This is an optimization exercise on Yosys and OpenROAD, whose aim is small area, a short achievable clock period and few clock cycles, not a production implementation. Only simulation tests tie the RTL to the original design; equivalence was not proved. Power is estimated from default activity; no workload was simulated.

==> flow/design.v (excerpt) <==
module chipmunk
	#(parameter addrSize = 12)
	(input clk,
	 input reset,
	 input [addrSize-1:0] startPC,
	 input [7:0] dataBus,
	 output [7:0] dataBusWrite,
	 output [addrSize-1:0] addrBus,
	 output weMem,
	 output done);
Size: about 1200 cells after synthesis, roughly 44 I/O pins, about 8500 µm² of cells after synthesis.
Settings: LEC_CHECK=0, ABC_AREA=1, CAP_MARGIN=20, CORE_MARGIN=2, CORE_UTILIZATION=65, SETUP_SLACK_MARGIN=2.5, SLEW_MARGIN=20, TNS_END_PERCENT=5; clock period 5.0 ns.
run.sh (not shown) runs the stock make flow with config.mk's settings and CLKGATE_MAP_FILE= SYNTH_SCRIPT=/design/flow/synth_recipe.tcl, a recipe that flattens the netlist after the stock synthesis.
The baseline finished with timing, DRC and antenna clean.
Testbench counts at the start, summed over its fixed seeds: cycles 328,514.
Edit:
CORE_UTILIZATION = 55   (was 65)
What happened: Clock-buffer cell count fell by 4. Combinational power fell by about 7%. Global-route usage fell by 6.7 points.

========
Starting RTL as in the previous note.
Design chipmunk, start of the top module:
module chipmunk
	#(parameter addrSize = 12)
	(input clk,
	 input reset,
	 input [addrSize-1:0] startPC,
	 input [7:0] dataBus,
	 output [7:0] dataBusWrite,
	 output [addrSize-1:0] addrBus,
	 output weMem,
	 output done);
	function [8:0] add8(input [7:0] a, input [7:0] b, input ci);
		reg [7:0] g, p, gg, pp, g2, p2;
		reg [8:0] c;
		integer i, d;
		begin
			g = a & b;
			p = a ^ b;
			gg = g;
			pp = p;
			for (d = 1; d < 8; d = d * 2) begin
				g2 = gg; p2 = pp;
				for (i = d; i < 8; i = i + 1) begin
					g2[i] = gg[i] | (pp[i] & gg[i-d]);
					p2[i] = pp[i] & pp[i-d];
				end
				gg = g2; pp = p2;
			end
			c[0] = ci;
			c[8:1] = gg | (pp & {8{ci}});
			add8 = {c[8], p ^ c[7:0]};
		end
	endfunction
	function [3:0] inc4(input [3:0] a);
		inc4 = {a[3] ^ (&a[2:0]), a[2] ^ (&a[1:0]), a[1] ^ a[0], !a[0]};
	endfunction
	function [3:0] dec4(input [3:0] a);
		dec4 = {a[3] ^ !(|a[2:0]), a[2] ^ !(|a[1:0]), a[1] ^ !a[0], !a[0]};
	endfunction
	function [11:0] inc12(input [11:0] a);
		integer i;
		begin
			for (i = 0; i < 12; i = i + 1)
				inc12[i] = a[i] ^ (&(a | ~((12'd1 << i) - 12'd1)));
		end
	endfunction
	function [7:0] inc8(input [7:0] a);
		integer i;
		begin
			for (i = 0; i < 8; i = i + 1)
				inc8[i] = a[i] ^ (&(a | ~((8'd1 << i) - 8'd1)) | (i == 0));
		end
	endfunction
	function [7:0] dec8(input [7:0] a);
		integer i;
		begin
			for (i = 0; i < 8; i = i + 1)
				dec8[i] = a[i] ^ (!(|(a & ((8'd1 << i) - 8'd1))));
		end
	endfunction
	reg [7:0] aReg, xReg, yReg;
	reg [5:0] spReg;
	reg nFlag, cFlag;
	reg [7:0] zVal;               
	wire zFlag = (zVal == 8'd0);
	reg sF, sO1, sO2, sP1, sP2, sM, sW, sR1, sR2, sBD, sC1, sC2, sPW;
	reg [11:0] ar;                
	reg [11:0] pc;                
	reg [7:0] ir;                 
	reg irValid;
	reg [7:0] dr;                 
	reg [3:0] hr;                 
	reg rc;                       
	reg wr;                       
	reg finished;
	reg xAluA, xAluX, xAluY, xSub, xUseC;    
	reg wsA, wsX, wsY, wsD;
	reg pX, pY;
	reg pR;                       
	reg rs;                       
	reg cx;                       
	assign addrBus = ar;
	assign weMem = !wr;
	assign done = finished;
	wire [5:0] f = ir[7:2];
  ...
clock: 5.0 ns
lec_check: 0
abc_area: 1
cap_margin: 20
core_margin: 2
core_utilization: 55
setup_slack_margin: 2.2
slew_margin: 20
tns_end_percent: 5
Testbench counts at the start, summed over its fixed seeds: cycles 328,514.
Next try:
SETUP_SLACK_MARGIN = 2.8   (was 2.2)
Effect: Wire length climbs by a little under a tenth. Total power climbs by roughly a tenth. Utilization climbs by 6.9 points. Final area climbs by roughly a tenth. Final cell count climbs by a few percent. Via count climbs by a few percent. First-iteration DRC count climbs by a quarter to a third. Synthesized cell count is unchanged. Clock power climbs by roughly a tenth.
Next try:
SETUP_SLACK_MARGIN = 2.4   (was 2.8)
The new run went through all stages and came out clean.
Register-to-register slack is worse by 0.12 ns.
Critical path depth stays the same.
Via count fell by 3.1%.

static timing again, ports no longer ideal:
The results above use ideal ports. As a check the final layouts listed here were re-extracted and re-timed, cells and wires unchanged.
Step 1 (the two cells are an assumption about what drives the block):
set clk [get_ports {clk}]
set_driving_cell -lib_cell sky130_fd_sc_hd__clkbuf_16 $clk
set_driving_cell -lib_cell sky130_fd_sc_hd__buf_2 [delete_from_list [all_inputs] $clk]
Step 2 times the ports against the registers' clock, not the clock port: input delays grow and output delays shrink by t, the midpoint of the rising clock arrivals with the driver on.
Three values: ideal, step 1, step 2; two values: the first two.
| run | t (ns) | setup WS [ns] | worst setup path after step 2 |
|---|---|---|---|
| the first run of note 1 | 0.464 | 2.392 / 2.350 / 1.968 | input to register |
| the second run of note 1 | 0.469 | 2.427 / 2.381 / 2.051 | input to register |
| the first run of note 2 | 0.470 | 1.963 / 1.919 / 1.720 | input to register |
| the second run of note 2 | 0.475 | 2.400 / 2.353 / 2.156 | input to register |
| the third run of note 2 | 0.473 | 2.198 / 2.153 / 1.848 | input to register |
After both steps every run listed still meets setup and hold. For the first run of note 1, which loses most, drivers alone change the setup slack by -0.042 ns; drivers and shift together by -0.424 ns.
